Background: an optimization exercise with open tools, aiming at a short achievable clock period and few clock cycles. Do not read the settings as production practice. In this exercise RTL edits were held to simulation tests only and were not proved equivalent to the original. Power is estimated from default activity; no workload was simulated.

File: design/flow/flow/run.sh
#!/bin/bash
set -u
cp standard.sh standard_sh.txt
export SETUP_SLACK_MARGIN=${SETUP_SLACK_MARGIN_OVERRIDE:-6.5}
bash standard.sh synth > synth.log 2>&1 || exit 1
bash standard.sh finish > layout.log 2>&1 || exit 1
File: design/flow/config.mk
export PLATFORM = sky130hd
export DESIGN_NAME = top_mips
export DESIGN_NICKNAME = top_mips
export VERILOG_FILES = /design/flow/design.v
export SDC_FILE = /design/flow/constraint.sdc
export NUM_CORES = 4
export LEC_CHECK = 0
export CAP_MARGIN = 20
export CORE_MARGIN = 2
export CORE_UTILIZATION = 40
export SLEW_MARGIN = 20
export SYNTH_HIERARCHICAL = 1
File: design/flow/standard.sh
#!/bin/bash
# synth_recipe.tcl (not shown) runs the flow's synth.tcl, then flattens the netlist and writes it again
# the make line also repeats each setting of config.mk as NAME=value (left out here)
make -C /OpenROAD-flow-scripts/flow DESIGN_CONFIG=/design/flow/config.mk WORK_HOME=/design/flow/orfs CLKGATE_MAP_FILE= SYNTH_SCRIPT=/design/flow/synth_recipe.tcl "${@:-finish}"
File: design/flow/design.v
`timescale 1ns / 1ps
module adder #(parameter N = 32)
              (input  logic [N-1:0] a, b,
               input  logic         cin,
               output logic [N-1:0] y);
  localparam int L = (N <= 2) ? 1 : (N <= 4) ? 2 : (N <= 8) ? 3 : (N <= 16) ? 4 : (N <= 32) ? 5 : 6;
  logic [N-1:0] g [0:L];
  logic [N-1:0] p [0:L];
  logic [N-1:0] c;
  assign g[0] = a & b;
  assign p[0] = a ^ b;
  genvar k, i;
  generate
    for (k = 0; k < L; k++) begin : lvl
      for (i = 0; i < N; i++) begin : bit_
        if (i >= (1 << k)) begin : comb
          assign g[k+1][i] = g[k][i] | (p[k][i] & g[k][i - (1 << k)]);
          assign p[k+1][i] = p[k][i] & p[k][i - (1 << k)];
        end else begin : pass
          assign g[k+1][i] = g[k][i];
          assign p[k+1][i] = p[k][i];
        end
      end
    end
  endgenerate
  assign c[0] = cin;
  generate
    for (i = 1; i < N; i++) begin : carry
      assign c[i] = g[L][i-1] | (p[L][i-1] & cin);
    end
  endgenerate
  assign y = p[0] ^ c;
endmodule
`timescale 1ns / 1ps
module alu (input  logic [31:0] a, b,
            input  logic [3:0]  op,
            output logic [31:0] y);
  logic [31:0] sum;
  adder #(32) add (a, op[1] ? ~b : b, op[1], sum);
  assign y = op[2] ? (a & b) : op[3] ? (a | b) : sum;
endmodule
module alu_long (input  logic [31:0] a, b,
                 input  logic        sh,
                 output logic [31:0] y);
  logic        lt;
  logic [31:0] nb, gl, pl;
  assign nb = ~b;
  always_comb begin
    gl = a & nb;
    pl = a | nb;
    for (int d = 1; d < 32; d = d * 2)
      for (int k = 0; k < 32; k = k + 2 * d) begin
        gl[k+2*d-1] = gl[k+2*d-1] | (pl[k+2*d-1] & gl[k+d-1]);
        pl[k+2*d-1] = pl[k+2*d-1] & pl[k+d-1];
      end
  end
  assign lt = ~(gl[31] | pl[31]);
  assign y = sh ? ((b[31:5] != 27'd0) ? 32'd0 : (a >> b[4:0])) : {31'd0, lt};
endmodule
`timescale 1ns / 1ps
`timescale 1ns / 1ps
`timescale 1ns / 1ps
`timescale 1ns / 1ps
`timescale 1ns / 1ps
`timescale 1ns / 1ps
module pctarget (input  logic [29:0] pc,
                 input  logic [15:0] imm,
                 output logic [29:0] y);
  logic [15:0] lo;
  logic [13:0] hi, hiP, hiM;
  logic        c16;
  assign hi = pc[29:16];
  adder #(14) incr (hi, 14'd1, 1'b0, hiP);
  adder #(14) decr (hi, 14'h3FFF, 1'b0, hiM);
  adder #(16) low (pc[15:0], imm, 1'b1, lo);
  assign c16 = (pc[15] & imm[15]) | ((pc[15] ^ imm[15]) & ~lo[15]);
  assign y = {(imm[15] == c16) ? hi : (c16 ? hiP : hiM), lo};
endmodule
`timescale 1ns / 1ps
module eq32 (input  logic [31:0] a, b,
             output logic        y);
  assign y = (a == b);
endmodule
`timescale 1ns / 1ps
module regfile (input  logic        clk, reset, we,
                input  logic [4:0]  ra1, ra2, ra3, wa,
                input  logic [31:0] wd,
                output logic [31:0] rd1, rd2, rd3);
  logic [31:0] rf [1:31];
  logic [31:1] valid;
  always_ff @(posedge clk, posedge reset)
    if (reset) valid <= '0;
    else if (we) valid[wa] <= 1'b1;
  always_ff @(posedge clk)
    if (we) rf[wa] <= wd;
  assign rd1 = (ra1 != 5'd0 && valid[ra1]) ? rf[ra1] : 32'd0;
  assign rd2 = (ra2 != 5'd0 && valid[ra2]) ? rf[ra2] : 32'd0;
  assign rd3 = (ra3 != 5'd0 && valid[ra3]) ? rf[ra3] : 32'd0;
endmodule
`timescale 1ns / 1ps
module nextpc (input  logic        isBeqE, predE, eqE,
               input  logic        canResD, predD, rsEqRtD, eqAddiD,
               input  logic        stall, predF,
               input  logic [29:0] altE, altD, pc, target, pc1,
               output logic        mispE, mispD,
               output logic [29:0] y);
  assign mispE = isBeqE & (eqE ^ predE);
  assign mispD = canResD & ((rsEqRtD | eqAddiD) ^ predD);
  assign y = mispE ? altE :
             mispD ? altD :
             stall ? pc   :
             predF ? target : pc1;
endmodule
`timescale 1ns / 1ps
`timescale 1ns / 1ps
module exfwd (input  logic [31:0] opA, opB,
              input  logic [3:0]  op,           
              input  logic [31:0] negImm,
              input  logic [31:0] dA, dB, dC, dImm,
              input  logic        fA, fB, fC, useImm, isAcc,
              output logic [31:0] a, fast,
              output logic        eq, eqNegImm,
              output logic [31:0] nA, nB, nC, nSD);
  logic [31:0] b, bx, g, p, gn, pn, c, sum;
  assign a  = opA;
  assign b  = opB;
  assign bx = op[1] ? ~b : b;
  always_comb begin
    g = a & bx;
    p = a ^ bx;
    for (int d = 1; d < 32; d = d * 2) begin
      gn = g;
      pn = p;
      for (int i = d; i < 32; i++) begin
        gn[i] = g[i] | (p[i] & g[i-d]);
        pn[i] = p[i] & p[i-d];
      end
      g = gn;
      p = pn;
    end
    c[0] = op[1];
    for (int i = 1; i < 32; i++) c[i] = g[i-1] | (p[i-1] & op[1]);
  end
  assign sum = a ^ bx ^ c;
  assign fast = op[2] ? (a & b) : op[3] ? (a | b) : sum;
  assign eq       = (a == b);
  assign eqNegImm = (a == negImm);
  assign nA  = fA ? fast : dA;
  assign nB  = useImm ? dImm : (fB ? fast : dB);
  assign nC  = ~isAcc ? 32'd0 : (fC ? fast : dC);
  assign nSD = fB ? fast : dB;
endmodule
`timescale 1ns / 1ps
`timescale 1ns / 1ps
`timescale 1ns / 1ps
`timescale 1ns / 1ps
`timescale 1ns / 1ps
module top_mips (input  logic        clk, reset,
                 output logic [31:0] imem_addr,
                 input  logic [31:0] imem_rdata,
                 output logic [31:0] dmem_addr, dmem_wdata,
                 output logic        dmem_we,
                 input  logic [31:0] dmem_rdata);
  logic [29:0] pcF;              
  logic [29:0] pcOut;            
  logic [29:0] pcNext;
  logic        validD, predD;
  logic [31:0] instrD;
  logic [29:0] altD;
  logic        regwriteE, isLoadE, isStoreE, isBeqE, isAddiE, isLongE, predE;
  logic [4:0]  destE;
  logic [5:0]  aluopE;           
  logic [29:0] altE;
  logic [31:0] opAE, opBE, opCE, sdE, negImmE;
  logic        fwdCME, fwdSME;
  logic        regwriteM, isLoadM, weM;
  logic [4:0]  destM;
  logic [31:0] aluOutM, addrM, cM, wdataM;
  logic [29:0] pc1F, targetF;
  logic        predF;
  adder #(30) pcinc (pcF, 30'd1, 1'b0, pc1F);
  pctarget tgt (pcF, imem_rdata[15:0], targetF);
  assign predF = (imem_rdata[31:26] == 6'b000100) &
                 (imem_rdata[15] | (imem_rdata[25:21] == imem_rdata[20:16]));
  logic [5:0] opD, fD;
  logic [4:0] rsD, rtD, rdD, destD;
  logic isRD, isAccD, isAddiD, isLwD, isSwD, isBeqD, useImmD, isLongD, shLtD;
  logic regwriteD, useBD, stall, mispredictE, mispredictD, canResD;
  logic depA, depB, depC, depMA, depMB, depMC, ldE, fastE;
  logic [5:0] aluopD;
  logic [31:0] resultM, rfA, rfB, rfC, opAD, opBD, opCD, immD;
  assign opD = instrD[31:26];
  assign fD  = instrD[5:0];
  assign rsD = instrD[25:21];
  assign rtD = instrD[20:16];
  assign rdD = instrD[15:11];
  assign isRD    = validD & (opD == 6'b000000);
  assign isAccD  = validD & (opD == 6'b001100);
  assign isAddiD = validD & (opD == 6'b001000);
  assign isLwD   = validD & (opD == 6'b100011);
  assign isSwD   = validD & (opD == 6'b101011);
  assign isBeqD  = validD & (opD == 6'b000100);
  assign useImmD = isAddiD | isLwD | isSwD;
  assign immD    = {{16{instrD[15]}}, instrD[15:0]};
  assign destD     = (isRD | isAccD) ? rdD : rtD;
  assign regwriteD = (isRD | isAccD | isAddiD | isLwD) & (destD != 5'd0);
  assign useBD     = isRD | isAccD | isBeqD;
  always_comb begin
    aluopD = 6'b000001;
    if (isRD | isAccD)
      case (fD)
        6'b100010: aluopD = 6'b000010;
        6'b100100: aluopD = 6'b000100;
        6'b100101: aluopD = 6'b001000;
        6'b101010: aluopD = 6'b010000;
        6'b011110: aluopD = 6'b100000;
        default:   aluopD = 6'b000001;
      endcase
  end
  assign shLtD   = (isRD | isAccD) & (aluopD[4] | aluopD[5]);
  assign isLongD = isAccD | shLtD;
  logic [31:0] sumM;
  adder #(32) accadd (aluOutM, cM, 1'b0, sumM);
  assign resultM = isLoadM ? dmem_rdata : sumM;
  regfile rf (clk, reset, regwriteM, rsD, rtD, rdD, destM, resultM, rfA, rfB, rfC);
  assign depMA = regwriteM & (destM == rsD);
  assign depMB = regwriteM & (destM == rtD);
  assign depMC = regwriteM & (destM == rdD);
  assign opAD = depMA ? resultM : rfA;
  assign opBD = depMB ? resultM : rfB;
  assign opCD = depMC ? resultM : rfC;
  assign ldE   = isLoadE;
  assign fastE = ~isLoadE & ~isLongE;
  assign depA  = regwriteE & (destE == rsD);
  assign depB  = regwriteE & (destE == rtD);
  assign depC  = regwriteE & (destE == rdD);
  assign stall = (ldE | isLongE) & ((validD & depA) | (useBD & depB));
  logic [31:0] aE, nA, nB, nC, nSD;
  logic        eqAddiD;
  assign canResD = isBeqD & ~stall &
                   ((rsD == rtD) | (isAddiE & depA & (rtD == 5'd0)));
  logic [31:0] fastE_res, fullE, longE;
  logic        eqE;
  exfwd    exf (opAE, opBE, aluopE[3:0], negImmE,
                opAD, opBD, opCD, immD, depA & fastE, depB & fastE, depC & fastE,
                useImmD, isAccD,
                aE, fastE_res, eqE, eqAddiD, nA, nB, nC, nSD);
  alu_long exl (opAE, opBE, aluopE[5], longE);
  assign fullE = (aluopE[4] | aluopE[5]) ? longE : fastE_res;
  nextpc npc (isBeqE, predE, eqE, canResD, predD, rsD == rtD, eqAddiD,
              stall, predF, altE, altD, pcF, targetF, pc1F,
              mispredictE, mispredictD, pcNext);
  always_ff @(posedge clk, posedge reset)
    if (reset) pcF <= 30'd0;
    else pcF <= pcNext;
  always_ff @(posedge clk)
    pcOut <= reset ? 30'd0 : pcNext;
  always_ff @(posedge clk, posedge reset)
    if (reset) validD <= 1'b0;
    else if (mispredictE | mispredictD) validD <= 1'b0;
    else if (!stall) validD <= 1'b1;
  always_ff @(posedge clk)
    if (!stall) begin
      instrD <= imem_rdata;
      predD  <= predF;
      altD   <= predF ? pc1F : targetF;
    end
  always_ff @(posedge clk, posedge reset)
    if (reset) begin
      regwriteE <= 1'b0;
      isLoadE   <= 1'b0;
      isStoreE  <= 1'b0;
      isBeqE    <= 1'b0;
      isAddiE   <= 1'b0;
      isLongE   <= 1'b0;
    end else if (mispredictE | stall) begin
      regwriteE <= 1'b0;
      isLoadE   <= 1'b0;
      isStoreE  <= 1'b0;
      isBeqE    <= 1'b0;
      isAddiE   <= 1'b0;
      isLongE   <= 1'b0;
    end else begin
      regwriteE <= regwriteD;
      isLoadE   <= isLwD;
      isStoreE  <= isSwD;
      isBeqE    <= isBeqD & ~canResD;
      isAddiE   <= isAddiD;
      isLongE   <= isLongD;
    end
  always_ff @(posedge clk) begin
    destE   <= destD;
    aluopE  <= aluopD;
    predE   <= predD;
    altE    <= altD;
    opAE    <= nA;
    opBE    <= nB;
    opCE    <= nC;
    sdE     <= nSD;
    negImmE <= -immD;
    fwdCME  <= depC & ~fastE & isAccD;
    fwdSME  <= depB & ~fastE;
  end
  always_ff @(posedge clk, posedge reset)
    if (reset) begin
      regwriteM <= 1'b0;
      isLoadM   <= 1'b0;
    end else begin
      regwriteM <= regwriteE;
      isLoadM   <= isLoadE;
    end
  always_ff @(posedge clk) begin
    destM   <= destE;
    aluOutM <= fullE;
    addrM   <= fastE_res;
    weM     <= isStoreE;
    cM      <= fwdCME ? resultM : opCE;
    wdataM  <= fwdSME ? resultM : sdE;
  end
  assign imem_addr  = {pcOut, 2'b00};
  assign dmem_addr  = addrM;
  assign dmem_wdata = wdataM;
  assign dmem_we    = weM;
endmodule
File: design/flow/constraint.sdc
create_clock -name core_clock -period 10.0 [get_ports {clk}]
set_input_delay 2.0000 -clock core_clock [delete_from_list [all_inputs] [get_ports {clk}]]
set_output_delay 2.0000 -clock core_clock [all_outputs]
set_load 0.01 [all_outputs]
==> run notes <==
[final cells by class]
cell class / count / area [µm²]
diodes: 6 / 15.0
inverters: 209 / 872
repair inverters: 20 / 150
clock inverters: 95 / 752
multi-input cells: 4859 / 46100
fillers: 18600 / 110000
flip-flops and latches: 1492 / 40800
repair buffers: 669 / 7770
clock buffers: 206 / 4520
well taps: 2838 / 3550
[per-stage QoR]
stage	area, µm²	setup WS, ns	utilization [%]
floorplan	87200	5.46	-
global placement	91900	4.41	42.8
detailed placement	91900	4.42	42.8
CTS	102000	5.93	47.3
global route	105000	5.69	48.7
finish	105000	5.85	48.7
[sequential cells by signal, summed over array words and instances (netlist names), 31 cells and up]
signal    cells
cM           32
negImmE      32
opBE         32
opCE         32
rf.rf       992
sdE          32
aluOutM      32
wdataM       32
rf.valid     31
opAE         32
addrM        32
instrD       32
[layer usage]
| layer | routed length [µm] | part of all wire, % | vias to the layer above |
|---|---|---|---|
| li1 | - | - | 28000 |
| met1 | 133000 | 37 | 34900 |
| met2 | 154000 | 42 | 5550 |
| met3 | 48800 | 13 | 1289 |
| met4 | 27300 | 7.5 | 12 |
| met5 | 80 | 0.022 | - |
[cell usage in the layout (no fill, tap or decap), types with 74 or more instances in the layout]
cell type,instances
edfxtp_1,1055
mux2i_1,566
mux4_2,556
nor2_1,478
a21oi_1,434
dfxtp_1,333
buf_4,312
nand2_1,300
ha_1,184
clkbuf_16,184
inv_1,175
mux2_2,134
xor2_1,132
o21ai_0,130
o22ai_1,116
nor2b_1,109
a22oi_1,109
nand3_1,93
xnor2_1,89
dlygate4sd2_1,84
nor2_4,78
conb_1,74
[where the power goes]
part           switching [mW]  total, mW  leakage, nW  internal, mW
sequential              0.324       7.44         13.7          7.11
clock                    2.68       6.09         2.59          3.41
combinational            2.99       5.32         22.0          2.34
total                    5.99       18.8         38.3          12.9
[final timing paths]
kind	endpoint	start	slack (ns)	cells after the start
setup / recovery	pcOut[26]	imem_rdata[9]	5.85	17
hold / removal	weM	isStoreE	0.35	0
setup reg to reg	opBE[25]	aluOutM[10]	6.24	15
hold reg to reg	weM	isStoreE	0.35	0
max in group asynchronous	isLoadM	reset	7.43	3
min in group asynchronous	rf.valid[15]	reset	1.87	3
[timing repair]
item                                   CTS  global route
setup endpoints to repair              990           862
pin swaps                               99           173
gates cloned                            47            27
gates resized for setup                637           375
buffers inserted                       140           121
endpoints found under the hold margin    0             0
==> impl_results.md <==
* Outcome: no timing/DRC/antenna violations
* First-pass GRT wire length at 497000 µm
* FP Rows at 170
* P per Cell Area at 180 nW/µm²
* Initial antenna violation count at 14
* TNS Setup at 0 ns
* Post-DP HPWL at 208000 µm
* Setup Skew at 0.0387 ns
* Critical path arrival at 4.92 ns
* Fin. Hold Viols at 0
* Tightest Pin Transition at 1.11 ns
* CTS clk-pin slew, worst paths at 0.06 ns
* Total CTS buffers at 166
* M1 GR Usage at 40.8%
* Clock sinks at 1492
* Max transition margin at 26.2%
* Vias in the first global route at 66.3k
* Share of cells above drive strength 1 at 28.1%
* Remaining DRCs at 0
* 1st-pass router iterations at 6
* Wire per inst at 34.9 µm
* Slew Viols, Final at 0
* CP bufs+invs at 3
* CTS root buf: clkbuf_16
* Post-synthesis area per instance at 12.4 µm²
* RSZ-0062 raised after global routing: yes
* H-tree levels at 4
* Req. time, crit path at 10.77 ns
* Static leakage at 38.3 nW
* Post-CTS Hold Fix Bufs at 0
* Synth warnings at 22
* WHS at 0.345 ns
* Number of port buffers at 160
* Clock Tree Buf Depth at 3
* Hold WC Path Type: reg2reg
* VDD IR max at 0.212 mV
* Pwr Total at 18.8 mW
* Final nets at 7708
* Largest net degree at the start of global routing at 69
* Crit path capture type: flip-flop
* Slowest-stage cell, CP: a221o_1
* Io pins at 163
* Die Y at 469 µm
* CTS tree: done
* Final critical-path share of the clock period at 41.5%
* Clk latency of the worst-skew pair at 0.86 ns
* Grt total ovfl at 0
* Fin crit period at 4.15 ns
* CP most frequent cell: mux2i_1
* Starting Density at 40.3%
* Post-Syn Area at 86600 µm²
* Mapped Cells at 6979
* Initial drt markers at 11.4k
* Achievable clock frequency at 0.241 GHz
* Via count at 69.7k
* WS Path Type: in2reg
* Worst-path fanout max at 6
* GR Util met2 at 45.8%
* Routed wire length at 363000 µm
* Die area at 220000 µm²
* Global-route usage over all layers at 31.4%
* Area Overhead vs Synth at 20.8%
* Setup violators final at 0
* Startpoint Class: input pin
* Non-Filler Instances at 10.4k
* CORE AREA at 215000 µm²
* Family with the most delay on the worst path: compound AO/OA/AOI/OAI gates
* Remaining antenna violation count at 0
* GR peak layer: met2
* Gp weighted congestion at 0.947
* Max Cap Viol at 0
* DIE WIDTH at 469 µm
* Placed cell count at 9751
* Vias per inst at 6.71
* Max stage delay on crit path at 0.34 ns
* Cell breakdown of the critical path: dlygate4sd2_1, ha_4, a21oi_4, o21ai_2, a221o_1, a31o_4, xnor2_4, nor2b_4, buf_12, buf_6, a211o_1, nand2_2, mux2i_1, o21ai_1, mux2i_1, a21oi_1, nor2b_2
* Global routing usage on met3 at 9.30%
Testbench counts, summed over its fixed seeds: cycles 60,268.

==> re-timing with driven ports <==
No port has a modelled driver above. Below, the same layout with a new extraction and two added sets of constraints. Step 1 assumes that a clkbuf_16 drives the clock port and a buf_2 every other input. Step 2 adds t to the input delays and takes it off the output delays; t is the mean of the earliest and latest rising clock arrival at the registers after step 1. Input paths then give back, and output paths get back, about the clock's delay inside the block. Slacks: no drivers / after step 1 / after step 2; pairs: no drivers / after step 1.
shift t [ns]: 0.942
slack for setup (ns): 5.849 / 5.920 / 4.979
worst setup path at the end: input to register
latest minus earliest clock arrival (ns): 0.040 / 0.039
cell pins on the clock port's net: 1
After both steps this run still meets setup and hold. For this run, drivers alone change the setup slack by +0.071 ns; drivers and shift together by -0.870 ns.
